This is an optimization exercise on Yosys and OpenROAD, whose aim is small area, a short achievable clock period and few clock cycles, not a production implementation.
In this exercise RTL edits were held to simulation tests only and were not proved equivalent to the original.
No driver is modelled on the clock port, so clocking that relies on it looks cheaper here than on a real chip.

==> design/flow/design.v <==
module Bfloat16_add(input [15:0] c, input [15:0] d, output [15:0] sum);
    wire cbig = c[14:0] >= d[14:0];
    wire [15:0] b = cbig ? c : d;
    wire [15:0] s = cbig ? d : c;
    wire [7:0] ed = b[14:7] - s[14:7];
    wire [7:0] ns = (ed[7:3] != 5'd0) ? 8'd0 : ({1'b1, s[6:0]} >> ed[2:0]);
    wire [7:0] nb = {1'b1, b[6:0]};
    wire sub = c[15] ^ d[15];
    wire [8:0] r = sub ? {1'b0, nb} - {1'b0, ns} : {1'b0, nb} + {1'b0, ns};
    reg [2:0] pos;
    always @(*) begin
        casez (r[7:1])
            7'b1??????: pos = 3'd0;
            7'b01?????: pos = 3'd1;
            7'b001????: pos = 3'd2;
            7'b0001???: pos = 3'd3;
            7'b00001??: pos = 3'd4;
            7'b000001?: pos = 3'd5;
            7'b0000001: pos = 3'd6;
            default:    pos = 3'd7;
        endcase
    end
    wire [7:0] sh = r[7:0] << pos;
    wire [15:0] addres = r[8] ? {b[15], b[14:7] + 8'd1, r[7:1]} : {b[15], b[14:7], r[6:0]};
    wire [15:0] subres = (r[7:0] == 8'd0) ? 16'd0 :
                         {b[15], b[14:7] - {5'd0, pos}, (pos == 3'd7) ? 7'd0 : sh[6:0]};
    assign sum = sub ? subres : addres;
endmodule
module bf_addpos(input [14:0] c, input [14:0] d, output [14:0] sum);
    wire cbig = c >= d;
    wire [14:0] b = cbig ? c : d;
    wire [14:0] s = cbig ? d : c;
    wire [7:0] ed = b[14:7] - s[14:7];
    wire [7:0] ns = (ed[7:3] != 5'd0) ? 8'd0 : ({1'b1, s[6:0]} >> ed[2:0]);
    wire [8:0] r = {2'b01, b[6:0]} + {1'b0, ns};
    assign sum = r[8] ? {b[14:7] + 8'd1, r[7:1]} : {b[14:7], r[6:0]};
endmodule
module bf_add_slow(input [15:0] c, input [15:0] d, input byp, output [15:0] sum);
    wire [15:0] cmpc;
    assign cmpc[0] = 1'b1;
    genvar k;
    generate for (k = 0; k < 15; k = k + 1) begin : cm
        assign cmpc[k+1] = (c[k] & ~d[k]) | (c[k] & cmpc[k]) | (~d[k] & cmpc[k]);
    end endgenerate
    wire cbig = cmpc[15] | byp;
    wire [15:0] b = cbig ? c : d;
    wire [15:0] s = cbig ? d : c;
    wire [7:0] ed; wire edc;
    radd8 r1(b[14:7], ~s[14:7], 1'b1, ed, edc);
    wire [7:0] ns = (byp || ed[7:3] != 5'd0) ? 8'd0 : ({1'b1, s[6:0]} >> ed[2:0]);
    wire [7:0] nb = {1'b1, b[6:0]};
    wire sub = (c[15] ^ d[15]) & !byp;
    wire [7:0] rr; wire rco;
    radd8 r2(nb, sub ? ~ns : ns, sub, rr, rco);
    wire [8:0] r = {rco & !sub, rr};
    reg [2:0] pos;
    always @(*) begin
        casez (r[7:1])
            7'b1??????: pos = 3'd0;
            7'b01?????: pos = 3'd1;
            7'b001????: pos = 3'd2;
            7'b0001???: pos = 3'd3;
            7'b00001??: pos = 3'd4;
            7'b000001?: pos = 3'd5;
            7'b0000001: pos = 3'd6;
            default:    pos = 3'd7;
        endcase
    end
    wire [7:0] sh = r[7:0] << pos;
    wire [7:0] einc, edec; wire ic, dc;
    radd8 r3(b[14:7], 8'd0, 1'b1, einc, ic);
    radd8 r4(b[14:7], ~{5'd0, pos}, 1'b1, edec, dc);
    wire [15:0] addres = r[8] ? {b[15], einc, r[7:1]} : {b[15], b[14:7], r[6:0]};
    wire [15:0] subres = (r[7:0] == 8'd0) ? 16'd0 :
                         {b[15], edec, (pos == 3'd7) ? 7'd0 : sh[6:0]};
    assign sum = sub ? subres : addres;
endmodule
module radd8(input [7:0] a, input [7:0] b, input ci, output [7:0] s, output co);
    wire [8:0] c;
    assign c[0] = ci;
    genvar k;
    generate for (k = 0; k < 8; k = k + 1) begin : rc
        assign s[k] = a[k] ^ b[k] ^ c[k];
        assign c[k+1] = (a[k] & b[k]) | (a[k] & c[k]) | (b[k] & c[k]);
    end endgenerate
    assign co = c[8];
endmodule
module Bfloat16_mul(input [15:0] a, input [15:0] b, output [15:0] product);
    wire [15:0] fp;
    mant_mul m(a[6:0], b[6:0], fp);
    wire [7:0] m8 = fp[15] ? fp[15:8] : fp[14:7];
    wire rb = fp[15] ? fp[7] : fp[6];
    wire [7:0] rm; wire rc;
    radd8 r1(m8, 8'd0, rb, rm, rc);
    wire [7:0] e0, ex; wire c0, c1;
    radd8 r2(a[14:7], b[14:7], fp[15], e0, c0);
    radd8 r3(e0, 8'd129, rc, ex, c1);
    wire sg = a[15] ^ b[15];
    assign product = (a[14:0] == 15'd0 || b[14:0] == 15'd0) ? 16'd0 :
                     (a[14:7] == 8'd255 || b[14:7] == 8'd255) ? {sg, 8'd255, 7'd0} :
                     {sg, ex, rc ? 7'd0 : rm[6:0]};
endmodule
module bf_sq(input [14:0] a, output [14:0] product);
    wire [15:0] fp;
    mant_sq m(a[6:0], fp);
    wire [7:0] m8 = fp[15] ? fp[15:8] : fp[14:7];
    wire rb = fp[15] ? fp[7] : fp[6];
    wire [8:0] rm = {1'b0, m8} + {8'd0, rb};
    wire [7:0] ex = {a[13:7], fp[15]} + 8'd129 + {7'd0, rm[8]};
    assign product = (a == 15'd0) ? 15'd0 :
                     (a[14:7] == 8'd255) ? {8'd255, 7'd0} :
                     {ex, rm[8] ? 7'd0 : rm[6:0]};
endmodule
module bf_dbl(input [15:0] a, output [15:0] y);
    assign y = (a[14:0] == 15'd0) ? 16'd0 :
               (a[14:7] == 8'd255) ? {a[15], 8'd255, 7'd0} :
               {a[15], a[14:7] + 8'd1, a[6:0]};
endmodule
module mant_mul(input [6:0] a, input [6:0] b, output [15:0] p);
    wire t1 = (a[0] & b[6]) ^ (a[1] & b[5]);
    wire t2 = (a[0] & b[6]) & (a[1] & b[5]);
    wire t3 = a[0] ^ (a[1] & b[6]) ^ (a[2] & b[5]);
    wire t4 = (a[0] & (a[1] & b[6])) | (a[0] & (a[2] & b[5])) | ((a[1] & b[6]) & (a[2] & b[5]));
    wire t5 = (a[3] & b[4]) ^ (a[4] & b[3]);
    wire t6 = (a[3] & b[4]) & (a[4] & b[3]);
    wire t7 = a[1] ^ (a[2] & b[6]) ^ (a[3] & b[5]);
    wire t8 = (a[1] & (a[2] & b[6])) | (a[1] & (a[3] & b[5])) | ((a[2] & b[6]) & (a[3] & b[5]));
    wire t9 = (a[4] & b[4]) ^ (a[5] & b[3]);
    wire t10 = (a[4] & b[4]) & (a[5] & b[3]);
    wire t11 = a[2] ^ (a[3] & b[6]) ^ (a[4] & b[5]);
    wire t12 = (a[2] & (a[3] & b[6])) | (a[2] & (a[4] & b[5])) | ((a[3] & b[6]) & (a[4] & b[5]));
    wire t13 = (a[0] & b[4]) ^ (a[1] & b[3]);
    wire t14 = (a[0] & b[4]) & (a[1] & b[3]);
    wire t15 = (a[0] & b[5]) ^ (a[1] & b[4]) ^ (a[2] & b[3]);
    wire t16 = ((a[0] & b[5]) & (a[1] & b[4])) | ((a[0] & b[5]) & (a[2] & b[3])) | ((a[1] & b[4]) & (a[2] & b[3]));
    wire t17 = (a[3] & b[2]) ^ (a[4] & b[1]);
    wire t18 = (a[3] & b[2]) & (a[4] & b[1]);
    wire t19 = t1 ^ (a[2] & b[4]) ^ (a[3] & b[3]);
    wire t20 = (t1 & (a[2] & b[4])) | (t1 & (a[3] & b[3])) | ((a[2] & b[4]) & (a[3] & b[3]));
    wire t21 = (a[4] & b[2]) ^ (a[5] & b[1]) ^ (a[6] & b[0]);
    wire t22 = ((a[4] & b[2]) & (a[5] & b[1])) | ((a[4] & b[2]) & (a[6] & b[0])) | ((a[5] & b[1]) & (a[6] & b[0]));
    wire t23 = t2 ^ t3 ^ t5;
    wire t24 = (t2 & t3) | (t2 & t5) | (t3 & t5);
    wire t25 = (a[5] & b[2]) ^ (a[6] & b[1]) ^ b[0];
    wire t26 = ((a[5] & b[2]) & (a[6] & b[1])) | ((a[5] & b[2]) & b[0]) | ((a[6] & b[1]) & b[0]);
    wire t27 = t4 ^ t6 ^ t7;
    wire t28 = (t4 & t6) | (t4 & t7) | (t6 & t7);
    wire t29 = t9 ^ (a[6] & b[2]) ^ b[1];
    wire t30 = (t9 & (a[6] & b[2])) | (t9 & b[1]) | ((a[6] & b[2]) & b[1]);
    wire t31 = t8 ^ t10 ^ t11;
    wire t32 = (t8 & t10) | (t8 & t11) | (t10 & t11);
    wire t33 = (a[5] & b[4]) ^ (a[6] & b[3]) ^ b[2];
    wire t34 = ((a[5] & b[4]) & (a[6] & b[3])) | ((a[5] & b[4]) & b[2]) | ((a[6] & b[3]) & b[2]);
    wire t35 = t12 ^ a[3] ^ (a[4] & b[6]);
    wire t36 = (t12 & a[3]) | (t12 & (a[4] & b[6])) | (a[3] & (a[4] & b[6]));
    wire t37 = (a[5] & b[5]) ^ (a[6] & b[4]) ^ b[3];
    wire t38 = ((a[5] & b[5]) & (a[6] & b[4])) | ((a[5] & b[5]) & b[3]) | ((a[6] & b[4]) & b[3]);
    wire t39 = a[4] ^ (a[5] & b[6]) ^ (a[6] & b[5]);
    wire t40 = (a[4] & (a[5] & b[6])) | (a[4] & (a[6] & b[5])) | ((a[5] & b[6]) & (a[6] & b[5]));
    wire t41 = (a[0] & b[3]) ^ (a[1] & b[2]);
    wire t42 = (a[0] & b[3]) & (a[1] & b[2]);
    wire t43 = t13 ^ (a[2] & b[2]) ^ (a[3] & b[1]);
    wire t44 = (t13 & (a[2] & b[2])) | (t13 & (a[3] & b[1])) | ((a[2] & b[2]) & (a[3] & b[1]));
    wire t45 = t14 ^ t15 ^ t17;
    wire t46 = (t14 & t15) | (t14 & t17) | (t15 & t17);
    wire t47 = t16 ^ t18 ^ t19;
    wire t48 = (t16 & t18) | (t16 & t19) | (t18 & t19);
    wire t49 = t20 ^ t22 ^ t23;
    wire t50 = (t20 & t22) | (t20 & t23) | (t22 & t23);
    wire t51 = t24 ^ t26 ^ t27;
    wire t52 = (t24 & t26) | (t24 & t27) | (t26 & t27);
    wire t53 = t28 ^ t30 ^ t31;
    wire t54 = (t28 & t30) | (t28 & t31) | (t30 & t31);
    wire t55 = t32 ^ t34 ^ t35;
    wire t56 = (t32 & t34) | (t32 & t35) | (t34 & t35);
    wire t57 = t36 ^ t38 ^ t39;
    wire t58 = (t36 & t38) | (t36 & t39) | (t38 & t39);
    wire t59 = t40 ^ a[5] ^ (a[6] & b[6]);
    wire t60 = (t40 & a[5]) | (t40 & (a[6] & b[6])) | (a[5] & (a[6] & b[6]));
    wire t61 = (a[0] & b[2]) ^ (a[1] & b[1]);
    wire t62 = (a[0] & b[2]) & (a[1] & b[1]);
    wire t63 = t41 ^ (a[2] & b[1]) ^ (a[3] & b[0]);
    wire t64 = (t41 & (a[2] & b[1])) | (t41 & (a[3] & b[0])) | ((a[2] & b[1]) & (a[3] & b[0]));
    wire t65 = t42 ^ t43 ^ (a[4] & b[0]);
    wire t66 = (t42 & t43) | (t42 & (a[4] & b[0])) | (t43 & (a[4] & b[0]));
    wire t67 = t44 ^ t45 ^ (a[5] & b[0]);
    wire t68 = (t44 & t45) | (t44 & (a[5] & b[0])) | (t45 & (a[5] & b[0]));
    wire t69 = t46 ^ t47 ^ t21;
    wire t70 = (t46 & t47) | (t46 & t21) | (t47 & t21);
    wire t71 = t48 ^ t49 ^ t25;
    wire t72 = (t48 & t49) | (t48 & t25) | (t49 & t25);
    wire t73 = t50 ^ t51 ^ t29;
    wire t74 = (t50 & t51) | (t50 & t29) | (t51 & t29);
    wire t75 = t52 ^ t53 ^ t33;
    wire t76 = (t52 & t53) | (t52 & t33) | (t53 & t33);
    wire t77 = t54 ^ t55 ^ t37;
    wire t78 = (t54 & t55) | (t54 & t37) | (t55 & t37);
    wire t79 = t56 ^ t57 ^ b[4];
    wire t80 = (t56 & t57) | (t56 & b[4]) | (t57 & b[4]);
    wire t81 = t58 ^ t59 ^ b[5];
    wire t82 = (t58 & t59) | (t58 & b[5]) | (t59 & b[5]);
    wire t83 = t60 ^ a[6] ^ b[6];
    wire t84 = (t60 & a[6]) | (t60 & b[6]) | (a[6] & b[6]);
    wire [15:0] r0 = {1'b0, t84, t82, t80, t78, t76, t74, t72, t70, t68, t66, t64, t62, t61, (a[0] & b[1]), (a[0] & b[0])};
    wire [15:0] r1 = {1'b0, 1'b1, t83, t81, t79, t77, t75, t73, t71, t69, t67, t65, t63, (a[2] & b[0]), (a[1] & b[0]), 1'b0};
    wire [16:0] cy;
    assign cy[0] = 1'b0;
    genvar k;
    generate for (k = 0; k < 16; k = k + 1) begin : rc
        assign p[k] = r0[k] ^ r1[k] ^ cy[k];
        assign cy[k+1] = (r0[k] & r1[k]) | (r0[k] & cy[k]) | (r1[k] & cy[k]);
    end endgenerate
endmodule
module mant_sq(input [6:0] a, output [15:0] p);
    wire t1 = a[0] ^ (a[1] & a[6]);
    wire t2 = a[0] & (a[1] & a[6]);
    wire t3 = (a[0] & a[5]) ^ (a[1] & a[4]);
    wire t4 = (a[0] & a[5]) & (a[1] & a[4]);
    wire t5 = (a[0] & a[6]) ^ (a[1] & a[5]);
    wire t6 = (a[0] & a[6]) & (a[1] & a[5]);
    wire t7 = t1 ^ (a[2] & a[5]) ^ (a[3] & a[4]);
    wire t8 = (t1 & (a[2] & a[5])) | (t1 & (a[3] & a[4])) | ((a[2] & a[5]) & (a[3] & a[4]));
    wire t9 = t2 ^ a[1] ^ (a[2] & a[6]);
    wire t10 = (t2 & a[1]) | (t2 & (a[2] & a[6])) | (a[1] & (a[2] & a[6]));
    wire t11 = a[2] ^ (a[3] & a[6]) ^ (a[4] & a[5]);
    wire t12 = (a[2] & (a[3] & a[6])) | (a[2] & (a[4] & a[5])) | ((a[3] & a[6]) & (a[4] & a[5]));
    wire t13 = (a[0] & a[3]) ^ (a[1] & a[2]);
    wire t14 = (a[0] & a[3]) & (a[1] & a[2]);
    wire t15 = (a[0] & a[4]) ^ (a[1] & a[3]);
    wire t16 = (a[0] & a[4]) & (a[1] & a[3]);
    wire t17 = t3 ^ (a[2] & a[3]) ^ a[3];
    wire t18 = (t3 & (a[2] & a[3])) | (t3 & a[3]) | ((a[2] & a[3]) & a[3]);
    wire t19 = t4 ^ t5 ^ (a[2] & a[4]);
    wire t20 = (t4 & t5) | (t4 & (a[2] & a[4])) | (t5 & (a[2] & a[4]));
    wire t21 = t6 ^ t7 ^ a[4];
    wire t22 = (t6 & t7) | (t6 & a[4]) | (t7 & a[4]);
    wire t23 = t8 ^ t9 ^ (a[3] & a[5]);
    wire t24 = (t8 & t9) | (t8 & (a[3] & a[5])) | (t9 & (a[3] & a[5]));
    wire t25 = t10 ^ t11 ^ a[5];
    wire t26 = (t10 & t11) | (t10 & a[5]) | (t11 & a[5]);
    wire t27 = t12 ^ a[3] ^ (a[4] & a[6]);
    wire t28 = (t12 & a[3]) | (t12 & (a[4] & a[6])) | (a[3] & (a[4] & a[6]));
    wire t29 = a[4] ^ (a[5] & a[6]) ^ a[6];
    wire t30 = (a[4] & (a[5] & a[6])) | (a[4] & a[6]) | ((a[5] & a[6]) & a[6]);
    wire [15:0] r0 = {1'b0, a[6], t30, t28, t26, t24, t22, t20, t18, t16, t14, t13, (a[0] & a[2]), (a[0] & a[1]), 1'b0, a[0]};
    wire [15:0] r1 = {1'b0, 1'b1, a[5], t29, t27, t25, t23, t21, t19, t17, t15, a[2], 1'b0, a[1], 1'b0, 1'b0};
    wire [16:0] cy;
    assign cy[0] = 1'b0;
    genvar k;
    generate for (k = 0; k < 16; k = k + 1) begin : rc
        assign p[k] = r0[k] ^ r1[k] ^ cy[k];
        assign cy[k+1] = (r0[k] & r1[k]) | (r0[k] & cy[k]) | (r1[k] & cy[k]);
    end endgenerate
endmodule
module fitness_lin(input [15:0] x, input [15:0] y, output [15:0] u, output [15:0] v);
    wire [15:0] x2, y2, s1, s2;
    bf_dbl d1(y, y2);
    bf_dbl d2(x, x2);
    Bfloat16_add a1(x, y2, s1);
    Bfloat16_add a2(x2, y, s2);
    bf_addk #(7'h60) a3(s1, u);      
    bf_addk #(7'h20) a4(s2, v);      
endmodule
module fitness_sq(input [15:0] u, input [15:0] v, output [14:0] f);
    wire [14:0] u2, v2;
    bf_sq q1(u[14:0], u2);
    bf_sq q2(v[14:0], v2);
    bf_addpos a1(u2, v2, f);
endmodule
module bf_addk #(parameter [6:0] MK = 7'h60) (input [15:0] a, output [15:0] sum);
    localparam [7:0] NK = {1'b1, MK};
    wire s = a[15];
    wire [7:0] e = a[14:7];
    wire [7:0] n = {1'b1, a[6:0]};
    wire abig = a[14:0] >= {8'd129, MK};
    wire [7:0] sha = e - 8'd129;
    wire [7:0] nka = (sha[7:3] != 5'd0) ? 8'd0 : (NK >> sha[2:0]);
    wire [7:0] shb = 8'd129 - e;
    wire [7:0] nab = (shb[7:3] != 5'd0) ? 8'd0 : (n >> shb[2:0]);
    wire [7:0] nb = abig ? n : NK;
    wire [7:0] ns = abig ? nka : nab;
    wire [7:0] eb = abig ? e : 8'd129;
    wire sb = abig ? s : 1'b1;
    wire sub = !s;
    wire [8:0] r = sub ? {1'b0, nb} - {1'b0, ns} : {1'b0, nb} + {1'b0, ns};
    wire z4 = r[7:4] == 4'd0;
    wire [7:0] n4 = z4 ? {r[3:0], 4'd0} : r[7:0];
    wire z2 = n4[7:6] == 2'd0;
    wire [7:0] n2 = z2 ? {n4[5:0], 2'd0} : n4;
    wire z1 = !n2[7];
    wire [7:0] sh = z1 ? {n2[6:0], 1'b0} : n2;
    wire [2:0] pos = {z4, z2, z1};
    wire [15:0] addres = r[8] ? {sb, eb + 8'd1, r[7:1]} : {sb, eb, r[6:0]};
    wire [15:0] subres = (r[7:0] == 8'd0) ? 16'd0 : {sb, eb - {5'd0, pos}, sh[6:0]};
    assign sum = sub ? subres : addres;
endmodule
module twin_lfsr(input clk, input reset, input step, input [8:0] seed1, input [8:0] seed2,
                 output [15:0] n1, output [15:0] n2, output [15:0] nn1, output [15:0] nn2);
    reg [8:0] N1, N2;
    wire [8:0] M1 = {N1[7], N1[6], N1[5] ^ N1[8], N1[8], N1[0], N1[4], N1[3] ^ N1[0], N1[2], N1[1]};
    wire [8:0] M2 = {N2[7], N2[6], N2[5] ^ N2[8], N2[8], N2[0], N2[4], N2[3] ^ N2[0], N2[2], N2[1]};
    always @(posedge clk) begin
        if (reset) begin
            N1 <= seed1;
            N2 <= seed2;
        end else if (step) begin
            N1 <= M1;
            N2 <= M2;
        end
    end
    assign n1 = {N1[8], 5'b01111, N1[7], 1'b1, 1'b0, N1[6:0]};
    assign n2 = {N2[8], 5'b01111, N2[7], 1'b1, 1'b0, N2[6:0]};
    assign nn1 = {M1[8], 5'b01111, M1[7], 1'b1, 1'b0, M1[6:0]};
    assign nn2 = {M2[8], 5'b01111, M2[7], 1'b1, 1'b0, M2[6:0]};
endmodule
module BAS(input clk, input reset, input [8:0]count, input [8:0]seed1, input [8:0]seed2, input [15:0]xi, input [15:0]yi, input [15:0]P, input [15:0]E, output [15:0]xo, output [15:0]yo, output [15:0]fo, output [31:0]clk_cnt, output reg done);
    localparam K_NONE = 3'd0, K_INIT = 3'd1, K_R = 3'd2, K_L = 3'd3, K_T0 = 3'd4, K_T1 = 3'd5;
    reg [15:0] x, y, p, e;
    reg [14:0] f;
    reg [8:0] cnt, itc;
    reg [1:0] pc;                        
    reg act;                             
    reg [1:0] k;                         
    wire s0 = act & (k == 2'd0), s1 = act & (k == 2'd1);
    wire s2 = act & (k == 2'd2), s3 = act & (k == 2'd3);
    wire [15:0] dx, dy, ndx, ndy;
    twin_lfsr lfsr(clk, reset, s3, seed1, seed2, dx, dy, ndx, ndy);
    wire useE = s0 | s1;
    wire useY = (pc == 2'd1) | s1 | s3;
    wire [15:0] ma = useE ? e : p;
    wire [15:0] d = (s2 | s3) ? (useY ? ndy : ndx) : (useY ? dy : dx);
    wire [15:0] mp;
    Bfloat16_mul m1(ma, {1'b0, d[14:0]}, mp);
    reg [14:0] opa, opb, opc, opd;       
    reg [2:0] k1, k2;                    
    reg [14:0] fr;                       
    reg [15:0] x1, y1, xsel, ysel;
    reg sg;
    reg pend;                            
    reg [1:0] c0, c1;                    
    wire [1:0] cs = sg ? c1 : c0;
    wire pred = cs[1];                   
    wire last = (itc + 9'd1 == cnt);
    wire ini = (pc == 2'd2);
    wire pe = s0 | s1;
    wire nz = pe ? (p[14:0] != 15'd0) : (e[14:0] != 15'd0);
    wire neg = s1 | s2;
    wire [14:0] ox = pe ? opa : opc;
    wire [14:0] oy = pe ? opb : opd;
    wire [15:0] sx = {nz & ((pe ? p[15] ^ dx[15] : e[15]) ^ neg), ox};
    wire [15:0] sy = {nz & ((pe ? p[15] ^ dy[15] : e[15]) ^ neg), oy};
    wire [15:0] ax, ay;
    wire usel = pend & pred;             
    wire [15:0] xs = usel ? xsel : x;
    wire [15:0] ys = usel ? ysel : y;
    bf_add_slow a1(xs, sx, ini, ax);
    bf_add_slow a2(ys, sy, ini, ay);
    wire [2:0] k0 = ini ? K_INIT : s0 ? K_R : s1 ? K_L : s2 ? K_T1 : s3 ? K_T0 : K_NONE;
    wire [15:0] u, v;
    fitness_lin lin(x1, y1, u, v);
    reg [15:0] u2, v2;
    wire [14:0] fs;
    fitness_sq sq(u2, v2, fs);
    wire sgn = !(fr > fs);               
    wire le = fs <= f;
    wire dec = (k2 == K_T0) & !sg | (k2 == K_T1) & sg;    
    wire take = dec & le;
    wire redo = dec & (le != pred) & !last;   
    always @(posedge clk) begin
        if ((pc == 2'd2) | s2) opa <= mp[14:0];
        if ((pc == 2'd1) | s3) opb <= mp[14:0];
        if (s0) opc <= mp[14:0];
        if (s1) opd <= mp[14:0];
        x1 <= ax;
        y1 <= ay;
        u2 <= u;
        v2 <= v;
        if (k2 == K_R) fr <= fs;
        if (k2 == K_L) begin
            sg <= sgn;
            xsel <= sgn ? x1 : ax;       
            ysel <= sgn ? y1 : ay;
        end
        if ((k2 == K_INIT) | take) f <= fs;
        if (reset) begin
            x <= xi;
            y <= yi;
            p <= P;
            e <= E;
            cnt <= count;
            itc <= 9'd0;
            pc <= 2'd2;
            act <= 1'b0;
            k <= 2'd0;
            done <= 1'b0;
            k1 <= K_NONE;
            k2 <= K_NONE;
            pend <= 1'b0;
            c0 <= 2'd2;
            c1 <= 2'd2;
        end else begin
            if (pc != 2'd0) pc <= pc - 2'd1;
            if (pc == 2'd1) act <= (cnt != 9'd0);
            if ((k2 == K_INIT) && (cnt == 9'd0)) done <= 1'b1;
            if (take) begin
                x <= xsel;
                y <= ysel;
            end
            if (dec) begin
                itc <= itc + 9'd1;
                if (sg) c1 <= le ? (c1 == 2'd3 ? c1 : c1 + 2'd1) : (c1 == 2'd0 ? c1 : c1 - 2'd1);
                else c0 <= le ? (c0 == 2'd3 ? c0 : c0 + 2'd1) : (c0 == 2'd0 ? c0 : c0 - 2'd1);
                pend <= 1'b0;
                if (last) begin
                    done <= 1'b1;
                    act <= 1'b0;
                end
            end
            if (redo) begin
                k <= 2'd0;
                k1 <= K_NONE;
                k2 <= K_NONE;
            end else begin
                k1 <= k0;
                k2 <= k1;
                if (act) begin
                    k <= k + 2'd1;
                    if (s3) begin
                        if (!last) pend <= 1'b1;
                        else act <= 1'b0;
                    end
                end
            end
        end
    end
    assign xo = x;
    assign yo = y;
    assign fo = {1'b0, f};
    assign clk_cnt = {23'd0, itc};
endmodule
==> design/flow/flow/run.sh <==
#!/bin/bash
# The standard layout, except:
# - synthesis maps all the logic with the ABC script flow/area.abc, in place
#   of ORFS's area script and without first mapping adders to full/half-adder
#   cells (ADDER_MAP_FILE empty); otherwise synth_recipe.tcl unchanged;
# - plain buf_1 cells as the port buffers;
# - timing repair aiming at 56.2 ns of setup slack, and after CTS a repair
#   of the paths from the inputs only (flow/io_repair.tcl).
set -euo pipefail
W=$PWD
cat > "$W/flow_synth.tcl" <<TCL
proc abc {args} {
  set i [lsearch -exact \$args -script]
  if {\$i >= 0} { lset args [expr {\$i + 1}] $W/flow/area.abc }
  yosys abc {*}\$args
}
source $W/synth_recipe.tcl
TCL
bash standard.sh "SYNTH_SCRIPT=$W/flow_synth.tcl" ADDER_MAP_FILE= "BUFFER_PORTS_ARGS=-buffer_cell sky130_fd_sc_hd__buf_1" SETUP_SLACK_MARGIN=56.2 "POST_CTS_TCL=$W/flow/io_repair.tcl" finish > standard.log 2>&1
==> design/flow/flow/area.abc <==
strash
ifraig
dc2
dch -f
amap -m
topo
stime -c
buffer -c
upsize -c -D 14500
dnsize -c -D 14500
==> design/flow/flow/io_repair.tcl <==
# Run after CTS (POST_CTS_TCL): a timing repair of the paths from the inputs
# to the registers only, aiming at 56.9 ns of slack; the other paths are left
# to the standard repair. The false paths are set for this repair only and
# removed again before the design is written.
set_false_path -from [all_registers] -to [all_registers]
set_false_path -to [all_outputs]
repair_timing -setup -setup_margin 56.9 -verbose
sta::unset_path_exceptions -from [all_registers] -to [all_registers]
sta::unset_path_exceptions -to [all_outputs]
detailed_placement
check_placement -verbose
estimate_parasitics -placement
report_worst_slack -max
==> design/flow/standard.sh <==
#!/bin/bash
# synth_recipe.tcl (not shown) runs the flow's synth.tcl, then flattens the netlist and writes it again
# the make line also repeats each setting of config.mk as NAME=value (left out here)
make -C /OpenROAD-flow-scripts/flow DESIGN_CONFIG=/design/flow/config.mk WORK_HOME=/design/flow/orfs CLKGATE_MAP_FILE= SYNTH_SCRIPT=/design/flow/synth_recipe.tcl "${@:-finish}"
==> design/flow/config.mk <==
export PLATFORM = sky130hd
export DESIGN_NAME = BAS
export DESIGN_NICKNAME = BAS
export VERILOG_FILES = /design/flow/design.v
export SDC_FILE = /design/flow/constraint.sdc
export NUM_CORES = 8
export LEC_CHECK = 0
export ABC_AREA = 1
export CAP_MARGIN = 20
export CORE_MARGIN = 2
export CORE_UTILIZATION = 60
export CTS_CLUSTER_DIAMETER = 120
export CTS_CLUSTER_SIZE = 24
export SLEW_MARGIN = 20
==> design/flow/constraint.sdc <==
create_clock -name core_clock -period 72.0 [get_ports {clk}]
set_input_delay 14.4000 -clock core_clock [delete_from_list [all_inputs] [get_ports {clk}]]
set_output_delay 14.4000 -clock core_clock [all_outputs]
set_load 0.01 [all_outputs]
==> summary.txt, run 1 <==
post-synthesis cell area -> 25600 um^2
Crit. End Element -> primary output
Routed Antenna Nets -> 0
GRT Total Usage -> 0.350
die area -> 44300 um^2
outcome -> complete, no violations
cell family with most CP delay -> flip-flops
Die X -> 210 um
fmax -> 64.1 MHz
Post-DP HPWL -> 61600 um
CP bufs+invs -> 1
Max FO, Critical Path -> 3
largest net degree at the start of global routing -> 71
Row Count -> 75
setup violators final -> 0
Buffers on Ports -> 149
hold_sp -> k1[0]
Syn-to-layout area delta -> 12.6%
first-pass iteration count of the detailed router -> 9
Sum Neg Setup Slack -> 0 ns
RePlAce Congestion -> 1.04
fillers -> 3541
Synth Area in Adders -> 0
R2R cell count -> 98
RSZ-0062 raised after global routing -> false
finished layout cell area -> 28800 um^2
Util after Layout -> 0.685
post-synthesis compound-gate area fraction -> 0.350
ys async rst share -> 0
DR vias/cell -> 6.57
Setup Skew -> 0.0351 ns
fin worst setup slack -> 56.41 ns
Critical Path Start -> f[14]
CP max stage cell -> edfxtp_1
Starting Density -> 0.608
Reg2Reg Setup Slack -> 56.94 ns
synth unique cells -> 66
vias in the first global route -> 25798
met1 usage -> 0.469
FF-to-FF Start -> x1[7]
final hold violation count -> 0
WS Path Type -> reg -> out
pre-CTS WS -> 54.36 ns
routed vias -> 29811
max_cap viols -> 0
final net count -> 4078
Worst path depth -> 1
initial antenna violation count -> 0
I/O pin count -> 174
first-pass GRT wire length -> 128000 um
XOR/XNOR share of the synthesized area -> 0
Worst Path Arrival -> 1.19 ns
max-slew violations -> 0
min Tclk post-route -> 15.59 ns
Core Region -> 42000 um^2
Worst Max-Slew Pin Slew -> 1.15 ns
placed cell area -> 26700 um^2
Worst-path clk slew -> 0.10 ns
Multi-input gate area -> 16300 um^2
layout cells sized above 1 -> 0.0856
dominant synthesized flop cell -> edfxtp_1
syn avg cell area -> 6.73 um^2
gr ovfl total -> 0
crit-path max cell delay -> 0.43 ns
M3 GR Usage -> 0.0456
clk sinks -> 302
busiest grt layer -> met2
Max-Slew Margin vs Limit -> 0.230
nature of the critical path startpoint -> flip-flop
reg2reg end -> v2[12]
Yosys reg bits -> 302
largest family of logic cells by synthesized area -> compound AO/OA/AOI/OAI gates
CP cell instances -> buf_1
Ys Warns -> 4
worst-skew pair later-pin latency -> 0.55 ns
CTS tree -> yes
routing usage on met2 -> 0.588
post-synthesis mux area share -> 0
sequential fraction of the synthesis area -> 0.320
fin crit share -> 0.217
drc violations -> 0
WL per Instance -> 18.6 um
1st-iter DRT viols -> 3938
Sequential Area -> 8200 um^2
EDFF count, synth -> 214
Die Ht -> 210 um
worst min path class -> reg -> reg
CP endpoint -> fo[14]
DRT Wirelength -> 84200 um
Synth Instances -> 3797
Data required, critical path -> 57.60 ns
simple-gate share of the synthesized area -> 0.246
[cell families (layout without fill, tap and decap cells)]
group,count (synthesis),in the layout
and+or+nand+nor,1513,1513
DFF,302,302
buffers and inverters,544,717
other,1,25
AOI/OAI and AO/OA,1437,1440
[flip-flops by register name (all words and copies together), names as in the netlist, 15 cells and up]
signal	cells
fr	15
opb	15
y1	16
y	16
f	15
x1	16
v2	15
opd	15
xsel	16
opa	15
opc	15
u2	15
ysel	16
e	16
p	16
x	16
[worst min-delay path by stage]
stage | to | depth (start not counted) | slack [ns]
floorplan | k2[0] | 1 | 0.41
global placement | k2[0] | 1 | 0.43
detailed placement | k2[0] | 1 | 0.43
global route | k2[0] | 1 | 0.47
finish | k2[0] | 1 | 0.45
[layer usage]
metal	vias up	part of all wire
met4	0	0.040
met3	318	0.10
met1	13558	0.40
li1	14120	-
met2	1815	0.46
met5	-	0
[synthesized netlist by cell type (all sizes together), types with 4 or more instances]
library cell	n	area, um^2
or3	15	93.8
nor2b	38	238
o22a	44	385
and3	15	93.8
clkbuf	76	285
a21boi	4	30.0
o21bai	5	37.5
inv	415	1560
a211oi	40	300
a21oi	298	1490
a221o	6	60.1
o22ai	348	2180
a32oi	8	70.1
nor4	26	163
a31oi	34	213
o221ai	25	219
o32ai	42	383
a222oi	8	80.1
nand3	23	115
buf	34	219
o211ai	14	105
nand2	414	1550
o21ai	392	1970
or2	29	181
a221oi	24	210
clkinv	19	71.3
o31ai	5	37.5
o221a	4	45.0
a22o	36	315
nor3	78	390
o21a	48	360
or4	7	52.6
a2111oi	5	43.8
nand4	15	93.8
nor2	815	3070
a21o	4	30.0
edfxtp	214	6430
a22oi	15	113
and2	30	188
o32a	6	60.1
dfxtp	88	1760
[metrics by stage]
step | instances | hold slack [ns]
2_1_floorplan | 3820 | 0.414
3_3_place_gp | 4423 | 0.431
3_5_place_dp | 4424 | 0.430
5_1_grt | 4535 | 0.470
6_report | 4536 | 0.453
[final cells by class]
cell class                      instances  share of cell area
Antenna cell                            1           0.0000869
Clock buffer                           24              0.0157
Clock inverter                          6             0.00252
Inverter                              434              0.0582
Multi-Input combinational cell       2977               0.566
Sequential cell                       302               0.285
Tap cell                              539              0.0234
Timing Repair Buffer                  250              0.0483
Timing Repair inverter                  3            0.000522
[cell usage in the layout, fill, tap and decap left out, types with 48 or more instances in the layout]
cell type,n
inv_1,399
buf_4,94
edfxtp_1,214
dfxtp_1,82
nand2_1,406
o21ai_0,326
a21oi_1,277
nor2_1,782
o21a_1,48
nor3_1,68
buf_1,148
o22ai_1,333
Testbench counts, summed over its fixed seeds: cycles 200,424.
==> inputs of run 2 (changes only) <==
==> design/flow/flow/area.abc (replaced) <==
strash
ifraig
dc2
dch -f
amap -m
topo
stime -c
buffer -c
upsize -c -D 13500
dnsize -c -D 13500
==> run 2 against run 1 <==
Against the previous run:
- critical path type unchanged
- global-route usage decreased by 0.93 points
- die area increased by 0.30%
==> summary.txt, run 2 <==
outcome -> complete, no violations
Worst-path clk slew -> 0.10 ns (about the same)
Post-DP HPWL -> 60400 um (-1.9%)
crit-path max cell delay -> 0.49 ns (+0.06 ns)
DRT Wirelength -> 81000 um (-3.7%)
fmax -> 64.1 MHz (-0.11%)
clk sinks -> 302 (unchanged)
vias in the first global route -> 25406 (-1.5%)
worst-skew pair later-pin latency -> 0.56 ns (about the same)
EDFF count, synth -> 214 (unchanged)
synth unique cells -> 73 (+11%)
I/O pin count -> 174 (unchanged)
Highest Signal Layer -> met5
met3 wire length -> 7670 um (-11%)
Buffers on Ports -> 149 (unchanged)
final net count -> 4053 (-0.61%)
syn avg cell area -> 6.75 um^2 (+0.31%)
worst min path class -> reg -> reg
most frequent cells after synthesis -> nor2_1, nand2_1, inv_1
M1 wire length -> 33600 um (about the same)
ys async rst share -> 0 (unchanged)
Syn-to-layout area delta -> 11.0%
Core Region -> 42000 um^2 (unchanged)
CP max stage cell -> edfxtp_1
WHS -> 0.448 ns (-0.00436 ns)
Worst Path Arrival -> 1.21 ns (+0.02 ns)
Synth top area share -> 0.251 (-0.000773)
die area -> 44400 um^2 (+0.30%)
Sum Neg Setup Slack -> 0 ns (unchanged)
Yosys reg bits -> 302 (unchanged)
Routed Antenna Nets -> 0 (unchanged)
Row Count -> 75 (unchanged)
sequential fraction of the synthesis area -> 0.319 (-0.000985)
fillers -> 3627 (+2.4%)
commonest non-fill, non-tap cells in the layout -> nor2_1, nand2_1, inv_1, o22ai_1, o21ai_0
Starting Density -> 0.610 (+0.00188)
CTS tree -> yes
fin crit share -> 0.217 (+0.000235)
layout cells sized above 1 -> 0.0776 (-0.00800)
most common cell after layout, fill and taps aside -> nor2_1
Data required, critical path -> 57.60 ns (about the same)
Die Ht -> 211 um (+0.15%)
drc violations -> 0 (unchanged)
final hold violation count -> 0 (unchanged)
# diodes -> 0 (-1)
Area contributors post-synth -> edfxtp_1, nor2_1, o22ai_1
CP bufs+invs -> 1 (unchanged)
max-slew violations -> 0 (unchanged)
Synth area leader -> edfxtp_1
min Tclk post-route -> 15.61 ns (+0.0169 ns)
post-synthesis cell area -> 25600 um^2 (+0.31%)
RSZ-0062 raised after global routing -> false
Worst Max-Slew Pin Slew -> 1.08 ns (-0.0709 ns)
Synth Instances -> 3797 (unchanged)
gr ovfl total -> 0 (unchanged)
first-pass iteration count of the detailed router -> 8 (-1)
RePlAce Congestion -> 1.00 (-3.5%)
nature of the critical path startpoint -> flip-flop
dominant synthesized flop cell -> edfxtp_1
first-pass GRT wire length -> 125000 um (-2.6%)
Setup Skew -> 0.0356 ns (+0.000461 ns)
GRT Total Usage -> 0.341 (-0.00931)
routed vias -> 29155 (-2.2%)
DR vias/cell -> 6.47 (-1.6%)
1st-iter DRT viols -> 3279 (-17%)
cell family with most CP delay -> flip-flops
WL per Instance -> 18.0 um (-3.2%)
max_cap viols -> 0 (unchanged)
setup violators final -> 0 (unchanged)
top-count cell post-synth -> nor2_1
CP cell instances -> buf_1
met2 WL -> 36100 um (-6.7%)
Crit. End Element -> primary output
initial antenna violation count -> 1 (+1)
Ys Warns -> 4 (unchanged)
WS Path Type -> reg -> out
Max-Slew Margin vs Limit -> 0.277 (+0.0474)
largest net degree at the start of global routing -> 70 (-1.4%)
Die X -> 211 um (+0.15%)
Max FO, Critical Path -> 2 (-1)
[run 2: final cells by class]
class	count	area, um^2	area share
clock inverters	2	27.5	0.000967
repair buffers	227	1220	0.0427
flip-flops and latches	302	8200	0.288
multi-input cells	2976	16200	0.570
clock buffers	26	438	0.0154
repair inverters	3	15.0	0.000528
well taps	539	674	0.0237
inverters	434	1670	0.0586
[run 2: worst reg2reg max path, delay by kind of cell (launching register included)]
family | cells | cell delay [ns]
buf+inv | 16 | 1.59
flops | 1 | 0.40
simple gates | 47 | 6.99
compound gates | 38 | 5.65
[run 2: per-stage QoR]
step | area [um^2] | util | worst slack (ns) | std cells
6_report | 28500 | 0.677 | 56.39 | 4509
5_1_grt | 28500 | 0.677 | 55.98 | 4509
3_5_place_dp | 26700 | 0.635 | 55.43 | 4422
3_3_place_gp | 26700 | 0.634 | 55.51 | 4421
2_1_floorplan | 25700 | - | 56.21 | 3820
[run 2: metal layers]
layer | GRT usage | vias up
li1 | - | 14079
met1 | 0.469 | 13266
met2 | 0.547 | 1556
met3 | 0.0400 | 252
met4 | 0.141 | 2
met5 | 0 | -
[run 2: logic make-up after synthesis]
family                 count (synthesis)  synth area share
AO/OA/AOI/OAI                       1437             0.350
buffers and inverters                544            0.0834
flip-flops                           302             0.319
other                                  1          0.000146
AND/OR/NAND/NOR                     1513             0.248
[run 2: worst paths after layout]
kind              start      to  slack (ns)  cells past startpoint
setup reg to reg  y1[7]  u2[12]       57.33                    101
setup / recovery  x[15]  xo[15]       56.39                      1
hold / removal    k1[1]   k2[1]        0.45                      1
hold reg to reg   k1[1]   k2[1]        0.45                      1
==> inputs of run 3 (changes only) <==
==> design/flow/flow/area.abc (replaced) <==
strash
ifraig
dc2
dch -f
amap -m
topo
stime -c
buffer -c
upsize -c -D 12500
dnsize -c -D 12500
--- a/design/flow/config.mk
+++ b/design/flow/config.mk
@@ -10,5 +10,6 @@
 export CORE_MARGIN = 2
 export CORE_UTILIZATION = 60
-export CTS_CLUSTER_DIAMETER = 120
-export CTS_CLUSTER_SIZE = 24
+export CTS_BUF_LIST = sky130_fd_sc_hd__clkbuf_4 sky130_fd_sc_hd__clkbuf_8
+export CTS_CLUSTER_DIAMETER = 80
+export CTS_CLUSTER_SIZE = 16
 export SLEW_MARGIN = 20
==> run 3 against run 2 <==
Against the previous run:
- via count shrank 1.6%
- critical path depth is the same
- sequential share of layout area is essentially flat
- register-to-register slack lost 0.05 ns
- global-route usage shrank 1.0 points
- die area grew 2.2%
- core utilization shrank 1.7 points
- critical path type unchanged
- largest cell class unchanged
==> summary.txt, run 3 <==
Starting Density -> 0.608 (-0.00148)
Synth top area share -> 0.245 (-0.00543)
# diodes -> 0 (unchanged)
max_cap viols -> 0 (unchanged)
DRT Wirelength -> 79100 um (-2.4%)
hold endpoint -> pc[1]
Worst Path Arrival -> 1.26 ns (+0.05 ns)
WS Path Type -> reg -> out
1st-iter DRT viols -> 3334 (+1.7%)
final hold violation count -> 0 (unchanged)
CP bufs+invs -> 1 (unchanged)
top-count cell post-synth -> nor2_1
EDFF count, synth -> 214 (unchanged)
Worst-path clk slew -> 0.10 ns (about the same)
FF-to-FF Start -> y1[7]
Routed Antenna Nets -> 0 (unchanged)
initial antenna violation count -> 1 (unchanged)
R2R cell count -> 103 (+2.0%)
RePlAce Congestion -> 1.03 (+2.1%)
WHS -> 0.456 ns (+0.00718 ns)
die area -> 45400 um^2 (+2.2%)
hold_sp -> pc[1]
outcome -> complete, no violations
Core Region -> 43100 um^2 (+2.5%)
dominant synthesized flop cell -> edfxtp_1
routed vias -> 28699 (-1.6%)
Max FO, Critical Path -> 7 (+5)
Max-Slew Margin vs Limit -> 0.245 (-0.0316)
final net count -> 4040 (-0.32%)
drc violations -> 0 (unchanged)
Buffers on Ports -> 149 (unchanged)
max-slew violations -> 0 (unchanged)
DR vias/cell -> 6.31 (-2.5%)
fin worst setup slack -> 56.34 ns (-0.0503 ns)
most frequent cells after synthesis -> nor2_1, nand2_1, inv_1
Synth Instances -> 3797 (unchanged)
clk sinks -> 302 (unchanged)
pre-CTS WS -> 55.73 ns (+0.304 ns)
min Tclk post-route -> 15.66 ns (+0.0503 ns)
ys async rst share -> 0 (unchanged)
Post-DP HPWL -> 60200 um (-0.35%)
Die Ht -> 213 um (+1.1%)
fin crit share -> 0.217 (+0.000699)
Synth area leader -> edfxtp_1
cell family with most CP delay -> flip-flops
layout cells sized above 1 -> 0.0870 (+0.00943)
CP max stage cell -> dfxtp_1
CP cell instances -> buf_1
synth unique cells -> 103 (+41%)
Ys Warns -> 4 (unchanged)
vias in the first global route -> 24939 (-1.8%)
nature of the critical path startpoint -> flip-flop
Worst Hold Path Cells -> 2 (+1)
Crit. End Element -> primary output
first-pass iteration count of the detailed router -> 7 (-1)
Yosys reg bits -> 302 (unchanged)
RSZ-0062 raised after global routing -> true
Setup Skew -> 0.0352 ns (-0.000382 ns)
GRT Total Usage -> 0.331 (-0.0100)
WL per Instance -> 17.4 um (-3.3%)
Area contributors post-synth -> edfxtp_1, nor2_1, o22ai_1
reg2reg end -> u2[10]
Syn-to-layout area delta -> 8.39%
Row Count -> 76 (+1.3%)
gr ovfl total -> 0 (unchanged)
largest net degree at the start of global routing -> 73 (+4.3%)
most common cell after layout, fill and taps aside -> nor2_1
Data required, critical path -> 57.60 ns (about the same)
crit-path max cell delay -> 0.44 ns (-0.05 ns)
Sum Neg Setup Slack -> 0 ns (unchanged)
commonest non-fill, non-tap cells in the layout -> nor2_1, nand2_1, inv_1, o22ai_1, o21ai_0
worst min path class -> reg -> reg
fmax -> 63.9 MHz (-0.32%)
I/O pin count -> 174 (unchanged)
setup violators final -> 0 (unchanged)
post-synthesis cell area -> 26200 um^2 (+2.2%)
first-pass GRT wire length -> 123000 um (-1.7%)
Reg2Reg Setup Slack -> 57.28 ns (-0.05 ns)
syn avg cell area -> 6.90 um^2 (+2.2%)
CTS tree -> yes
Worst Max-Slew Pin Slew -> 1.13 ns (+0.0473 ns)
worst-skew pair later-pin latency -> 0.63 ns (+0.07 ns)
Die X -> 213 um (+1.1%)
sequential fraction of the synthesis area -> 0.312 (-0.00692)
run 3: worst max path at each step:
| stage | startpoint | endpoint | slack, ns | cells past startpoint |
|---|---|---|---|---|
| floorplan | reset | x[0] | 56.28 | 5 |
| global placement | reset | y[0] | 55.80 | 3 |
| detailed placement | reset | y[2] | 55.73 | 3 |
| global route | y1[7] | u2[10] | 56.07 | 104 |
| finish | itc[0] | clk_cnt[0] | 56.34 | 1 |
run 3: cells by family after synthesis:
| kind of cell | count (synthesis) | share of synthesized area |
|---|---|---|
| other cells | 1 | 0.000143 |
| flops | 302 | 0.312 |
| compound gates | 1437 | 0.352 |
| simple gates | 1513 | 0.248 |
| buf+inv | 544 | 0.0869 |
run 3: final cells by class:
class                           instances  area (um^2)
Inverter                              434         1670
Multi-Input combinational cell       2977        16200
Tap cell                              585          732
Clock buffer                           39          455
Timing Repair Buffer                  208         1070
Clock inverter                          5         72.6
Fill cell                            3842        14700
Sequential cell                       302         8190
run 3: through the flow:
stage / instances / utilization / cell area [um^2]
after global placement: 4470 / 0.631 / 27200
after floorplan: 3820 / - / 26300
final: 4550 / 0.659 / 28400
after global routing: 4550 / 0.659 / 28400
after detailed placement: 4470 / 0.631 / 27200
run 3: routing by layer:
metal,wire [um],global-route usage,vias up
met5,11,0,-
met4,2330,0.0967,2
met3,7150,0.0472,183
met2,36100,0.553,1371
met1,33400,0.446,13075
li1,-,-,14068
==> inputs of run 4 (changes only) <==
--- a/design/flow/design.v
+++ b/design/flow/design.v
@@ -427,5 +427,5 @@
                     k <= k + 2'd1;
                     if (s3) begin
-                        if (!last) pend <= 1'b1;
+                        if (itc + 9'd1 < cnt) pend <= 1'b1;
                         else act <= 1'b0;
                     end
==> design/flow/flow/run.sh (replaced) <==
#!/bin/bash
# The standard layout, except:
# - synthesis maps all the logic with the ABC script flow/area.abc, in place
#   of ORFS's area script and without first mapping adders to full/half-adder
#   cells (ADDER_MAP_FILE empty); otherwise synth_recipe.tcl unchanged;
# - plain buf_1 cells as the port buffers;
# - timing repair aiming at 56.1 ns of setup slack, and after CTS a repair
#   of the paths from the inputs only (flow/io_repair.tcl).
set -euo pipefail
W=$PWD
cat > "$W/flow_synth.tcl" <<TCL
proc abc {args} {
  set i [lsearch -exact \$args -script]
  if {\$i >= 0} { lset args [expr {\$i + 1}] $W/flow/area.abc }
  yosys abc {*}\$args
}
source $W/synth_recipe.tcl
TCL
bash standard.sh "SYNTH_SCRIPT=$W/flow_synth.tcl" ADDER_MAP_FILE= "BUFFER_PORTS_ARGS=-buffer_cell sky130_fd_sc_hd__buf_1" SETUP_SLACK_MARGIN=56.1 "POST_CTS_TCL=$W/flow/io_repair.tcl" finish > standard.log 2>&1
--- a/design/flow/config.mk
+++ b/design/flow/config.mk
@@ -10,6 +10,5 @@
 export CORE_MARGIN = 2
 export CORE_UTILIZATION = 60
-export CTS_BUF_LIST = sky130_fd_sc_hd__clkbuf_4 sky130_fd_sc_hd__clkbuf_8
-export CTS_CLUSTER_DIAMETER = 80
-export CTS_CLUSTER_SIZE = 16
+export CTS_CLUSTER_DIAMETER = 100
+export CTS_CLUSTER_SIZE = 20
 export SLEW_MARGIN = 20
==> run 4 against run 3 <==
Against the previous run:
- design area grew 0.73%
- critical path type unchanged
- wire length rose by 3.6%
- synthesized cell count grew 0.74%
- still clean
- highest routed layer unchanged
- clock skew decreased by 0.0067 ns
==> summary.txt, run 4 <==
Worst Hold Path Cells -> 2 (unchanged)
hold_sp -> pc[1]
RSZ-0062 raised after global routing -> true
DR vias/cell -> 6.35 (+0.68%)
drc violations -> 0 (unchanged)
I/O pin count -> 174 (unchanged)
Max-Slew Margin vs Limit -> 0.221 (-0.0243)
Setup Skew -> 0.0285 ns (-0.00667 ns)
largest family of logic cells by synthesized area -> compound AO/OA/AOI/OAI gates
nature of the critical path startpoint -> flip-flop
fillers -> 3796 (-1.2%)
GRT Total Usage -> 0.343 (+0.0118)
largest net degree at the start of global routing -> 56 (-23%)
clk sinks -> 302 (unchanged)
first-pass iteration count of the detailed router -> 6 (-1)
worst-skew pair later-pin latency -> 0.55 ns (-0.08 ns)
Buffers on Ports -> 149 (unchanged)
# diodes -> 0 (unchanged)
RePlAce Congestion -> 1.03 (+0.19%)
Crit. End Element -> primary output
Critical Path Start -> f[9]
most common cell after layout, fill and taps aside -> nor2_1
gr ovfl total -> 0 (unchanged)
Routed Antenna Nets -> 0 (unchanged)
XOR/XNOR share of the synthesized area -> 0.000669 (+0.000669)
syn avg cell area -> 6.84 um^2 (-0.88%)
setup violators final -> 0 (unchanged)
fmax -> 64.0 MHz (+0.18%)
layout cells sized above 1 -> 0.0804 (-0.00663)
Post-DP HPWL -> 61300 um (+1.9%)
post-synthesis cell area -> 26200 um^2 (-0.15%)
Worst path depth -> 1 (unchanged)
FF-to-FF Start -> y1[8]
post-synthesis mux area share -> 0 (unchanged)
Syn-to-layout area delta -> 9.34%
crit-path max cell delay -> 0.41 ns (-0.03 ns)
Sequential Area -> 8190 um^2 (about the same)
most frequent cells after synthesis -> nor2_1, nand2_1, inv_1
max_cap viols -> 0 (unchanged)
Die X -> 213 um (about the same)
Reg2Reg Setup Slack -> 57.13 ns (-0.15 ns)
fin crit share -> 0.217 (-0.000389)
Sum Neg Setup Slack -> 0 ns (unchanged)
Worst-path clk slew -> 0.08 ns (-0.02 ns)
worst min path class -> reg -> reg
EDFF count, synth -> 214 (unchanged)
ys async rst share -> 0 (unchanged)
CP max stage cell -> edfxtp_1
final net count -> 4060 (+0.50%)
routed vias -> 28996 (+1.0%)
Worst Path Arrival -> 1.23 ns (-0.03 ns)
post-synthesis compound-gate area fraction -> 0.349 (-0.00273)
Ys Warns -> 4 (unchanged)
simple-gate share of the synthesized area -> 0.255 (+0.00697)
commonest non-fill, non-tap cells in the layout -> nor2_1, nand2_1, inv_1, o22ai_1, a21oi_1
Multi-input gate area -> 16400 um^2 (+1.1%)
R2R cell count -> 96 (-6.8%)
outcome -> complete, no violations
Worst Max-Slew Pin Slew -> 1.16 ns (+0.0343 ns)
CP bufs+invs -> 1 (unchanged)
Yosys reg bits -> 302 (unchanged)
Max FO, Critical Path -> 4 (-3)
cell family with most CP delay -> flip-flops
top-count cell post-synth -> nor2_1
dominant synthesized flop cell -> edfxtp_1
CTS tree -> yes
initial antenna violation count -> 2 (+1)
max-slew violations -> 0 (unchanged)
Data required, critical path -> 57.60 ns (about the same)
Die Ht -> 213 um (about the same)
synth unique cells -> 95 (-7.8%)
CP cell instances -> buf_1
fin worst setup slack -> 56.37 ns (+0.0280 ns)
Row Count -> 76 (unchanged)
first-pass GRT wire length -> 126000 um (+2.7%)
Synth Area in Adders -> 0 (unchanged)
Area contributors post-synth -> edfxtp_1, nor2_1, o22ai_1
sequential fraction of the synthesis area -> 0.313 (+0.000463)
Synth Instances -> 3825 (+0.74%)
1st-iter DRT viols -> 3513 (+5.4%)
Synth area leader -> edfxtp_1
WL per Instance -> 17.9 um (+3.3%)
die area -> 45300 um^2 (-0.15%)
Core Region -> 43100 um^2 (unchanged)
min Tclk post-route -> 15.63 ns (-0.0280 ns)
Starting Density -> 0.608 (-0.000900)
DRT Wirelength -> 81900 um (+3.6%)
WHS -> 0.455 ns (-0.000805 ns)
Synth top area share -> 0.246 (+0.000363)
pre-CTS WS -> 55.50 ns (-0.229 ns)
final hold violation count -> 0 (unchanged)
vias in the first global route -> 25388 (+1.8%)
WS Path Type -> reg -> out
==> run 4: cell types whose count changed in the layout (fill, tap and decap cells not counted), moves of 9 or more <==
| cell | previous run | this run |
|---|---|---|
| a211oi_1 | 36 | 27 |
| a31oi_1 | 33 | 42 |
| clkbuf_1 | 0 | 10 |
| clkbuf_16 | 1 | 22 |
| clkbuf_4 | 13 | 0 |
| clkbuf_8 | 26 | 0 |
| inv_1 | 375 | 350 |
| inv_2 | 35 | 48 |
| nor2_1 | 779 | 812 |
| nor3_1 | 69 | 78 |
| o21ai_0 | 303 | 281 |
| o22a_1 | 35 | 46 |
| o22a_2 | 9 | 0 |
| o22ai_1 | 338 | 322 |
==> run 4: layout make-up <==
type / instances / share of cell area
timing repair buffer: 203 / 0.0375
multi-input combinational: 3019 / 0.573
tap: 585 / 0.0256
sequential: 302 / 0.286
clock inverter: 5 / 0.00175
clock buffer: 31 / 0.0197
inverter: 421 / 0.0564
==> run 4: cell families after synthesis <==
| logic type | after synthesis |
|---|---|
| AOI/OAI and AO/OA | 1423 |
| and+or+nand+nor | 1562 |
| DFF | 302 |
| other | 1 |
| buffers and inverters | 535 |
| xor gates and xnor gates | 2 |
==> run 4: metal layers <==
layer	share of wire	track usage	up-vias
met5	0.00013	0	-
met4	0.028	0.105	2
met3	0.091	0.0527	165
met2	0.46	0.570	1349
met1	0.42	0.459	13349
li1	-	-	14131
==> run 4: per-stage QoR <==
step | util | cells | area, um^2
floorplan | - | 3848 | 26300
detailed placement | 0.632 | 4492 | 27200
global placement | 0.632 | 4492 | 27200
finish | 0.664 | 4566 | 28600
global route | 0.664 | 4566 | 28600
==> run 4: path summary, 6_finish.rpt <==
| path | endpoint |
|---|---|
| worst max-delay path | fo[9] |
| worst min-delay path | pc[1] |
| worst max register to register | u2[12] |
| worst min register to register | pc[1] |
Testbench counts of run 4, summed over its fixed seeds: cycles 200,424.
==> inputs of run 5 (changes only) <==
==> design/flow/flow/run.sh (replaced) <==
#!/bin/bash
# The standard layout, except:
# - synthesis maps all the logic with the ABC script flow/area.abc, in place
#   of ORFS's area script and without first mapping adders to full/half-adder
#   cells (ADDER_MAP_FILE empty); otherwise synth_recipe.tcl unchanged;
# - plain buf_1 cells as the port buffers;
# - timing repair aiming at 56.3 ns of setup slack, and after CTS a repair
#   of the paths from the inputs only (flow/io_repair.tcl).
set -euo pipefail
W=$PWD
cat > "$W/flow_synth.tcl" <<TCL
proc abc {args} {
  set i [lsearch -exact \$args -script]
  if {\$i >= 0} { lset args [expr {\$i + 1}] $W/flow/area.abc }
  yosys abc {*}\$args
}
source $W/synth_recipe.tcl
TCL
bash standard.sh "SYNTH_SCRIPT=$W/flow_synth.tcl" ADDER_MAP_FILE= "BUFFER_PORTS_ARGS=-buffer_cell sky130_fd_sc_hd__buf_1" SETUP_SLACK_MARGIN=56.3 "POST_CTS_TCL=$W/flow/io_repair.tcl" finish > standard.log 2>&1
==> run 5 against run 4 <==
Against the previous run:
- highest routed layer is now met4
- core utilization rose by 0.21 points
- design area rose by 0.32%
- register-to-register slack improved by 0.18 ns
- clock skew rose by 0.0085 ns
- die area did not move
- setup slack improved by 0.014 ns
- sequential share of layout area fell by 0.091 points
- final cell count rose by 0.31%
==> summary.txt, run 5 <==
outcome -> complete, no violations
Reg2Reg Setup Slack -> 57.31 ns (+0.18 ns)
syn avg cell area -> 6.84 um^2 (unchanged)
Ys Warns -> 4 (unchanged)
max_cap viols -> 0 (unchanged)
Worst path depth -> 1 (unchanged)
largest net degree at the start of global routing -> 70 (+25%)
Post-DP HPWL -> 61900 um (+1.0%)
drc violations -> 0 (unchanged)
sequential fraction of the synthesis area -> 0.313 (unchanged)
CP endpoint -> fo[13]
Die Ht -> 213 um (unchanged)
routed vias -> 29207 (+0.73%)
post-synthesis compound-gate area fraction -> 0.349 (unchanged)
die area -> 45300 um^2 (unchanged)
simple-gate share of the synthesized area -> 0.255 (unchanged)
Synth area leader -> edfxtp_1
Critical Path Start -> f[13]
Sum Neg Setup Slack -> 0 ns (unchanged)
R2R cell count -> 100 (+4.2%)
gr ovfl total -> 0 (unchanged)
crit-path max cell delay -> 0.51 ns (+0.10 ns)
Worst Max-Slew Pin Slew -> 1.29 ns (+0.123 ns)
worst min path class -> reg -> reg
dominant synthesized flop cell -> edfxtp_1
setup violators final -> 0 (unchanged)
first-pass GRT wire length -> 126000 um (-0.32%)
max-slew violations -> 0 (unchanged)
Setup Skew -> 0.0370 ns (+0.00845 ns)
reg2reg end -> u2[12]
XOR/XNOR share of the synthesized area -> 0.000669 (unchanged)
cell family with most CP delay -> flip-flops
Row Count -> 76 (unchanged)
Data required, critical path -> 57.60 ns (about the same)
Synth top area share -> 0.246 (unchanged)
worst-skew pair later-pin latency -> 0.56 ns (about the same)
final hold violation count -> 0 (unchanged)
Syn-to-layout area delta -> 9.69%
ys async rst share -> 0 (unchanged)
Routed Antenna Nets -> 0 (unchanged)
WS Path Type -> reg -> out
first-pass iteration count of the detailed router -> 8 (+2)
layout cells sized above 1 -> 0.0839 (+0.00347)
CP max stage cell -> edfxtp_1
final net count -> 4074 (+0.34%)
synth unique cells -> 95 (unchanged)
Die X -> 213 um (unchanged)
DRT Wirelength -> 82100 um (+0.17%)
Area contributors post-synth -> edfxtp_1, nor2_1, o22ai_1
CP bufs+invs -> 1 (unchanged)
fin crit share -> 0.217 (about the same)
min Tclk post-route -> 15.62 ns (-0.0142 ns)
CP cell instances -> buf_1
GRT Total Usage -> 0.341 (-0.00202)
Max-Slew Margin vs Limit -> 0.138 (-0.0829)
vias in the first global route -> 25301 (-0.34%)
Worst Path Arrival -> 1.22 ns (about the same)
RSZ-0062 raised after global routing -> true
WL per Instance -> 17.9 um (-0.13%)
DR vias/cell -> 6.38 (+0.42%)
most frequent cells after synthesis -> nor2_1, nand2_1, inv_1
nature of the critical path startpoint -> flip-flop
most common cell after layout, fill and taps aside -> nor2_1
fmax -> 64.0 MHz (about the same)
Starting Density -> 0.608 (unchanged)
Max FO, Critical Path -> 4 (unchanged)
RePlAce Congestion -> 0.993 (-3.3%)
Synth Instances -> 3825 (unchanged)
commonest non-fill, non-tap cells in the layout -> nor2_1, nand2_1, inv_1, o22ai_1, a21oi_1
Crit. End Element -> primary output
Yosys reg bits -> 302 (unchanged)
I/O pin count -> 174 (unchanged)
# diodes -> 0 (unchanged)
post-synthesis cell area -> 26200 um^2 (unchanged)
top-count cell post-synth -> nor2_1
1st-iter DRT viols -> 3492 (-0.60%)
EDFF count, synth -> 214 (unchanged)
initial antenna violation count -> 0 (-2)
FF-to-FF Start -> y1[8]
Synth Area in Adders -> 0 (unchanged)
largest family of logic cells by synthesized area -> compound AO/OA/AOI/OAI gates
Worst-path clk slew -> 0.08 ns (about the same)
clk sinks -> 302 (unchanged)
CTS tree -> yes
Core Region -> 43100 um^2 (unchanged)
Buffers on Ports -> 149 (unchanged)
post-synthesis mux area share -> 0 (unchanged)
## run 5: cell counts after synthesis
No cell type changed its count.
## run 5: how the worst min path moves through the flow
stage / start / endpoint / slack (ns) / cells past startpoint
floorplan: pc[1] / pc[1] / 0.42 / 2
global placement: pc[1] / pc[1] / 0.43 / 2
finish: pc[1] / pc[1] / 0.45 / 2
global route: pc[1] / pc[1] / 0.47 / 2
detailed placement: pc[1] / pc[1] / 0.44 / 2
## run 5: final cells by class
type                    instances  area [um^2]
well taps                     585          732
repair inverters                1         5.00
multi-input cells            3017        16400
clock inverters                 4         42.5
repair buffers                218         1170
clock buffers                  32          587
fillers                      3829        14400
flip-flops and latches        302         8190
inverters                     421         1610
## run 5: layer usage
| metal | global-route usage | routed length (um) |
|---|---|---|
| met1 | 0.464 | 34400 |
| met2 | 0.559 | 37000 |
| met3 | 0.0475 | 7630 |
| met4 | 0.111 | 3010 |
| met5 | 0 | 0 |
## run 5: logic make-up after synthesis
family | Yosys count
buffers and inverters | 535
AO/OA/AOI/OAI | 1423
other | 1
AND/OR/NAND/NOR | 1562
flip-flops | 302
XOR/XNOR | 2
## run 5: metrics by stage
| stage | instance area (um^2) | utilization | hold WS, ns | cells | setup slack [ns] |
|---|---|---|---|---|---|
| after floorplan | 26300 | - | 0.422 | 3848 | 56.32 |
| after global placement | 27200 | 0.632 | 0.430 | 4493 | 55.71 |
| after detailed placement | 27200 | 0.632 | 0.443 | 4493 | 55.62 |
| after global routing | 28700 | 0.666 | 0.473 | 4580 | 56.04 |
| final | 28700 | 0.666 | 0.449 | 4580 | 56.38 |
## run 5: tightest hold or removal path, cell delays in order, from the launching register on
cell	delay, ns
dfxtp_1	0.32
nand2_1	0.05
nand2_1	0.04

[separate check: timing with driven ports]
The results above use ideal ports. As a check the final layouts listed here were re-extracted and re-timed, cells and wires unchanged.
Step 1 (the two cells are an assumption about what drives the block):
set clk [get_ports {clk}]
set_driving_cell -lib_cell sky130_fd_sc_hd__clkbuf_16 $clk
set_driving_cell -lib_cell sky130_fd_sc_hd__buf_2 [delete_from_list [all_inputs] $clk]
Step 2 moves the port delays by t, midway between the first and last clock arrival at a register: inputs arrive t later, outputs are due t later. That takes back most of the time a late clock gives input paths.
Slacks: ideal / step 1 / step 2; pairs: ideal / step 1.
run | t (ns) | setup WS [ns] | slew at the worst register clock pin (ns) | worst data-port slew with drivers (ns) | cell pins on the clock port's net
run 1 | 0.591 | 56.410 / 56.351 / 56.180 | 0.10 / 0.10 | 0.16 | 1
run 2 | 0.607 | 56.393 / 56.328 / 56.164 | 0.11 / 0.11 | 0.15 | 1
run 3 | 0.670 | 56.343 / 56.285 / 56.205 | 0.11 / 0.11 | 0.15 | 1
run 4 | 0.596 | 56.371 / 56.310 / 56.136 | 0.09 / 0.09 | 0.21 | 1
run 5 | 0.601 | 56.385 / 56.323 / 56.259 | 0.09 / 0.09 | 0.11 | 1
After both steps every run listed still meets setup and hold. For run 4, which loses most, drivers alone change the setup slack by -0.061 ns; drivers and shift together by -0.235 ns.
